From an optimization exercise on the open Yosys and OpenROAD flow, aimed at small area, a short achievable clock period and few clock cycles per item; shortcuts taken in it are not production practice. Function was not checked in any run shown here: the RTL went through the layout flow alone.

## flow/design.v (module list and top-level ports; edited modules follow where they fit)
// module Convolution_without_pipeline: 1484 lines
// module fa3: 4 lines
// module xnor2m: 3 lines
// module xor2m: 3 lines
// module or2m: 3 lines
// module nor2m: 3 lines
// module nand2m: 3 lines
// module invm: 3 lines
// module a21oim: 3 lines
// module o21aim: 3 lines
module Convolution_without_pipeline(
    clk, rst_n, in_valid,
    In_IFM_1, In_IFM_2, In_IFM_3, In_IFM_4, In_IFM_5, In_IFM_6, In_IFM_7, In_IFM_8, In_IFM_9,
    In_Weight_1, In_Weight_2, In_Weight_3, In_Weight_4, In_Weight_5, In_Weight_6, In_Weight_7, In_Weight_8, In_Weight_9,
    out_valid, Out_OFM
    );
  // ...
==> flow/flow/run.sh <==
#!/bin/bash
# Own flow: the standard flow (standard.sh) with its synthesis unchanged.
# The layout steps only differ in two ways:
#  * the delay cells (clkdlybuf4s*, dlygate*, dlymetal*) are not used, so the
#    port buffers and the resizer use ordinary buffers instead;
#  * buffer_ports uses buf_2 for the port buffers.
set -euo pipefail
bash standard.sh synth > synth.log 2>&1
PLATFORM_DONT_USE="sky130_fd_sc_hd__probe_p_8 sky130_fd_sc_hd__probec_p_8 sky130_fd_sc_hd__lpflow_bleeder_1 sky130_fd_sc_hd__lpflow_clkbufkapwr_1 sky130_fd_sc_hd__lpflow_clkbufkapwr_16 sky130_fd_sc_hd__lpflow_clkbufkapwr_2 sky130_fd_sc_hd__lpflow_clkbufkapwr_4 sky130_fd_sc_hd__lpflow_clkbufkapwr_8 sky130_fd_sc_hd__lpflow_clkinvkapwr_1 sky130_fd_sc_hd__lpflow_clkinvkapwr_16 sky130_fd_sc_hd__lpflow_clkinvkapwr_2 sky130_fd_sc_hd__lpflow_clkinvkapwr_4 sky130_fd_sc_hd__lpflow_clkinvkapwr_8 sky130_fd_sc_hd__lpflow_decapkapwr_12 sky130_fd_sc_hd__lpflow_decapkapwr_3 sky130_fd_sc_hd__lpflow_decapkapwr_4 sky130_fd_sc_hd__lpflow_decapkapwr_6 sky130_fd_sc_hd__lpflow_decapkapwr_8 sky130_fd_sc_hd__lpflow_inputiso0n_1 sky130_fd_sc_hd__lpflow_inputiso0p_1 sky130_fd_sc_hd__lpflow_inputiso1n_1 sky130_fd_sc_hd__lpflow_inputiso1p_1 sky130_fd_sc_hd__lpflow_inputisolatch_1 sky130_fd_sc_hd__lpflow_isobufsrc_1 sky130_fd_sc_hd__lpflow_isobufsrc_16 sky130_fd_sc_hd__lpflow_isobufsrc_2 sky130_fd_sc_hd__lpflow_isobufsrc_4 sky130_fd_sc_hd__lpflow_isobufsrc_8 sky130_fd_sc_hd__lpflow_isobufsrckapwr_16 sky130_fd_sc_hd__lpflow_lsbuf_lh_hl_isowell_tap_1 sky130_fd_sc_hd__lpflow_lsbuf_lh_hl_isowell_tap_2 sky130_fd_sc_hd__lpflow_lsbuf_lh_hl_isowell_tap_4 sky130_fd_sc_hd__lpflow_lsbuf_lh_isowell_4 sky130_fd_sc_hd__lpflow_lsbuf_lh_isowell_tap_1 sky130_fd_sc_hd__lpflow_lsbuf_lh_isowell_tap_2 sky130_fd_sc_hd__lpflow_lsbuf_lh_isowell_tap_4"
DELAY_CELLS="sky130_fd_sc_hd__clkdlybuf4s15_1 sky130_fd_sc_hd__clkdlybuf4s15_2 sky130_fd_sc_hd__clkdlybuf4s18_1 sky130_fd_sc_hd__clkdlybuf4s18_2 sky130_fd_sc_hd__clkdlybuf4s25_1 sky130_fd_sc_hd__clkdlybuf4s25_2 sky130_fd_sc_hd__clkdlybuf4s50_1 sky130_fd_sc_hd__clkdlybuf4s50_2 sky130_fd_sc_hd__dlygate4sd1_1 sky130_fd_sc_hd__dlygate4sd2_1 sky130_fd_sc_hd__dlygate4sd3_1 sky130_fd_sc_hd__dlymetal6s2s_1 sky130_fd_sc_hd__dlymetal6s4s_1 sky130_fd_sc_hd__dlymetal6s6s_1"
bash standard.sh "DONT_USE_CELLS=$PLATFORM_DONT_USE $DELAY_CELLS" \
  "BUFFER_PORTS_ARGS=-buffer_cell sky130_fd_sc_hd__buf_2" finish > layout.log 2>&1
==> flow/standard.sh <==
#!/bin/bash
# synth_recipe.tcl (not shown) runs the flow's synth.tcl, then flattens the netlist and writes it again
# the make line also repeats each setting of config.mk as NAME=value (left out here)
make -C /OpenROAD-flow-scripts/flow DESIGN_CONFIG=/design/flow/config.mk WORK_HOME=/design/flow/orfs CLKGATE_MAP_FILE= SYNTH_SCRIPT=/design/flow/synth_recipe.tcl "${@:-finish}"
==> flow/config.mk <==
export PLATFORM = sky130hd
export DESIGN_NAME = Convolution_without_pipeline
export DESIGN_NICKNAME = Convolution_without_pipeline
export VERILOG_FILES = /design/flow/design.v
export SDC_FILE = /design/flow/constraint.sdc
export NUM_CORES = 4
export LEC_CHECK = 0
export CAP_MARGIN = 20
export CORE_MARGIN = 2
export CORE_UTILIZATION = 40
export SETUP_SLACK_MARGIN = 4.4
export SLEW_MARGIN = 20
export SYNTH_HIERARCHICAL = 1
export SYNTH_MINIMUM_KEEP_SIZE = 0
==> flow/constraint.sdc <==
create_clock -name core_clock -period 10.0 [get_ports {clk}]
set_input_delay 2.0000 -clock core_clock [delete_from_list [all_inputs] [get_ports {clk}]]
set_output_delay 2.0000 -clock core_clock [all_outputs]
set_load 0.01 [all_outputs]
==> metrics.csv, run 1 <==
metric,value,unit
fillers,4068,
final_cell_mix,"nand2_1 (577), fa_1 (536), buf_2 (163), dfxtp_1 (64), xnor2_1 (34)",
grt_overflow_total,0,
die_y,211,um
drtPass1Iterations,5,
yosysUniqueCellTypes,15,
multi_input_area,14200,um^2
nNetsFinal,2217,
cts.sinks,65,
synth_top_area_cell,fa_1,
fin_util,0.413,
clockBufferDepth,2,
initial_core_util,0.408,
route.met2.wl,25700,um
met1_usage,0.349,
n_all_buffers,173,
tritoncts,yes,
synth-compound-area-share,0.0165,
drive_above_1_share,0.161,
cp_slowest_cell,fa_1,
wl_met1,21100,um
cp_max_fo,8,
crit_cells,10,
seq_area_frac_synth,0.0760,
fp-row-count,75,
synth_xor_area_frac,0.0301,
n_tap_cell,539,
portBuffers,167,
fp.dieArea,44600,um^2
synth.top_cells.by_count,"nand2_1 (581), fa_1 (539), buf_6 (144)",
final_cell_area,17400,um^2
endpoint_kind,flip-flop,
buf_share,0.0510,
final_common_cell,nand2_1,
run_status,timing/DRC/antenna clean,
fmax,182,MHz
==> run 2: changes to the inputs <==
--- a/flow/config.mk
+++ b/flow/config.mk
@@ -8,7 +8,7 @@
 export CAP_MARGIN = 20
 export CORE_MARGIN = 2
 export CORE_UTILIZATION = 40
-export SETUP_SLACK_MARGIN = 4.4
+export SETUP_SLACK_MARGIN = 4.6
 export SLEW_MARGIN = 20
 export SYNTH_HIERARCHICAL = 1
 export SYNTH_MINIMUM_KEEP_SIZE = 0
==> metrics.csv, run 2 <==
metric,value,unit,change
cp_max_fo,3,,-5
drtIter0Drc,1081,,
wl_per_cell,26.0,um,
routabilityCongestion,0.953,,
initial_core_util,0.408,,unchanged
grt.busiest_layer,met2,,
drtPass1Iterations,5,,unchanged
run_status,timing/DRC/antenna clean,,
drv_slew,0,,
htree_levels,3,,
synth_xor_area_frac,0.0301,,unchanged
avgViaCountPerCell,5.43,,
path_clk_slew,60,ps,
drc_errors,0,,
rsz0062_at_grt,true,,
grt_util_met3,0.0455,,
hpwl,49300,um,
synth-compound-area-share,0.0165,,unchanged
num_vias,11300,,
synth-simple-area-share,0.144,,
met2_usage,0.404,,
multi_input_area,14500,um^2,+2.1%
postSynthCellCount,1512,,
critPathLaunchType,flip-flop,,
max_cap_viol_count,0,,
root_buffer,clkbuf_16,,
netlist_area,17200,um^2,
hold_violations,0,,
first_global_vias,12900,,
fmax,184,MHz,+1.1%
seq_area_frac_synth,0.0760,,unchanged
postRouteAntennaNets,0,,
ys.flop_type,dfxtp_1,,
synth-adder-area-share,0.628,,
final_common_cell,nand2_1,,
synth_area_leaders,"fa_1 (63%), nand2_1 (13%), buf_6 (9.4%), dfxtp_1 (7.5%), xnor2_1 (1.7%)",,
async_reset_ff_frac,0.0154,,
yosysMostFrequentCell,nand2_1,,
crit_arrival,3440,ps,
hold_path.class,in2async,,
synth_top_family_by_area,adder cells,,
routed_wl,54200,um,
cts.sinks,65,,unchanged
ios,169,,
cp-startpoint,r_s504,,
nNetsFinal,2223,,+0.27%
clockBufferDepth,2,,unchanged
crit_type,reg2out,,
endpoint_kind,output pin,,
synth.top_cells.by_count,"nand2_1 (581), fa_1 (539), buf_6 (144)",,
fp-row-count,75,,unchanged
antenna_found_initial,0,,
ctsHoldBuffers,0,,
fp.dieArea,44600,um^2,unchanged
yosysUniqueCellTypes,15,,unchanged
ys_seq_elements,65,,
drive_above_1_share,0.209,,+0.0480
fillers,4033,,-0.86%
portBuffers,167,,unchanged
syn-num-nets,2198,,
finalSetupTns,0,ps,
die_x,211,um,
grt_pass1_wl,81600,um,
die_y,211,um,unchanged
antenna_cells,0,,
avgSynthCellArea,11.4,um^2,
yosysWarnings,7,,
fin_crit,5440,ps,
grt_overflow_total,0,,unchanged
track_usage,0.257,,
seq_area,1310,um^2,
synth_edf_count,0,,
synthMuxAreaShare,0,,
core_area,42100,um^2,
period_share,0.544,,
synthDominantCellAreaShare,0.628,,
cp.required,8000,ps,
met1_usage,0.352,,+0.00305
synth_top_area_cell,fa_1,,
grt_start_max_net_pins,12,,
syn2layout_area_growth,4.90,%,
final_cell_mix,"nand2_1 (575), fa_1 (480), clkbuf_4 (80), buf_2 (60), dfxtp_1 (60)",,
setup_violations,0,,
tritoncts,yes,,
numCtsBuffers,9,,
-- run 2: logic make-up (layout without fill, tap and decap cells) --
logic type	count (synthesis)	count (layout)
xor+xnor	59	59
simple gates	639	639
other cells	1	1
flops	65	65
buf+inv	171	201
compound gates	38	38
fa+ha+maj	539	539
-- run 2: worst paths after layout --
path	to	cells after the start
min in group core_clock	out_valid	1
max	Out_OFM[17]	11
min	out_valid	1
max in group asynchronous	out_valid	1
-- run 2: stage by stage --
step           worst slack (ps)  hold slack [ps]  utilization  cells  cell area (um^2)
2_1_floorplan              4590             1700            -   1512             17200
3_3_place_gp               4100             1770        0.402   2053             17000
3_5_place_dp               4070             1780        0.402   2053             17000
4_1_cts                    4510             1400        0.418   2077             17600
5_1_grt                    4410             1410        0.428   2081             18000
6_report                   4560             1410        0.428   2081             18000
-- run 2: area by class of cell --
class	count	area share
clock inverters	2	0.00208
multi-input cells	1276	0.806
flip-flops and latches	65	0.0728
clock buffers	14	0.0146
inverters	6	0.00125
well taps	539	0.0374
repair buffers	179	0.0655
-- run 2: Yosys stat by module, one instance, submodules excluded --
module	times used	cell area (um^2)	flops+latches	cells
xnor2m	34	8.76	0	1
Convolution_without_pipeline	1	5270	65	807
a21oim	25	8.76	0	1
invm	6	3.75	0	1
o21aim	13	5.00	0	1
nor2m	27	3.75	0	1
or2m	23	6.26	0	1
nand2m	13	3.75	0	1
xor2m	25	8.76	0	1
fa3	539	20.0	0	1
-- run 2: routing by layer --
metal  vias to the layer above  part of all wire
li1                       4460                 -
met1                      6060              0.39
met2                       686              0.47
met3                       104             0.090
met4                         0             0.052
met5                         -                 0
-- run 2: worst max-delay path, cell delays in order (launching register included) --
cell and delay [ps]:
dfxtp_2 320, fa_2 380, fa_1 530, fa_2 500
xor2_4 200, a21oi_4 200, o21ai_1 150, a21oi_2 200
o21ai_4 130, a21oi_2 200, xnor2_2 130, buf_2 150
-- run 2: what timing repair did --
item,in CTS,in global routing
setup endpoints to repair,17,21
pin swaps,29,31
endpoints found under the hold margin,0,0
cloned,0,0
setup buffers,8,4
gates resized for setup,83,132

==> static timing again, ports no longer ideal <==
The results above use ideal ports. As a check the final layouts listed here were re-extracted and re-timed, cells and wires unchanged. Step 1: set_driving_cell puts a clkbuf_16 on clk and a buf_2 on each other input, an assumption about the parent block. Step 2 moves the port delays by t, midway between the first and last clock arrival at a register: inputs arrive t later, outputs are due t later. That takes back most of the time a late clock gives input paths. Three values: ideal ports, drivers, drivers and shift; two values: the first two.
run | t (ns) | slack for setup (ns) | worst slew at a driven data input, ns | cell pins on the clock port's net
run 1 | 0.401 | 4.499 / 4.484 / 4.118 | 0.08 | 1
run 2 | 0.380 | 4.558 / 4.519 / 4.252 | 0.08 | 1
After both steps every run listed still meets setup and hold. For run 1, which loses most, drivers alone change the setup slack by -0.015 ns; drivers and shift together by -0.381 ns.
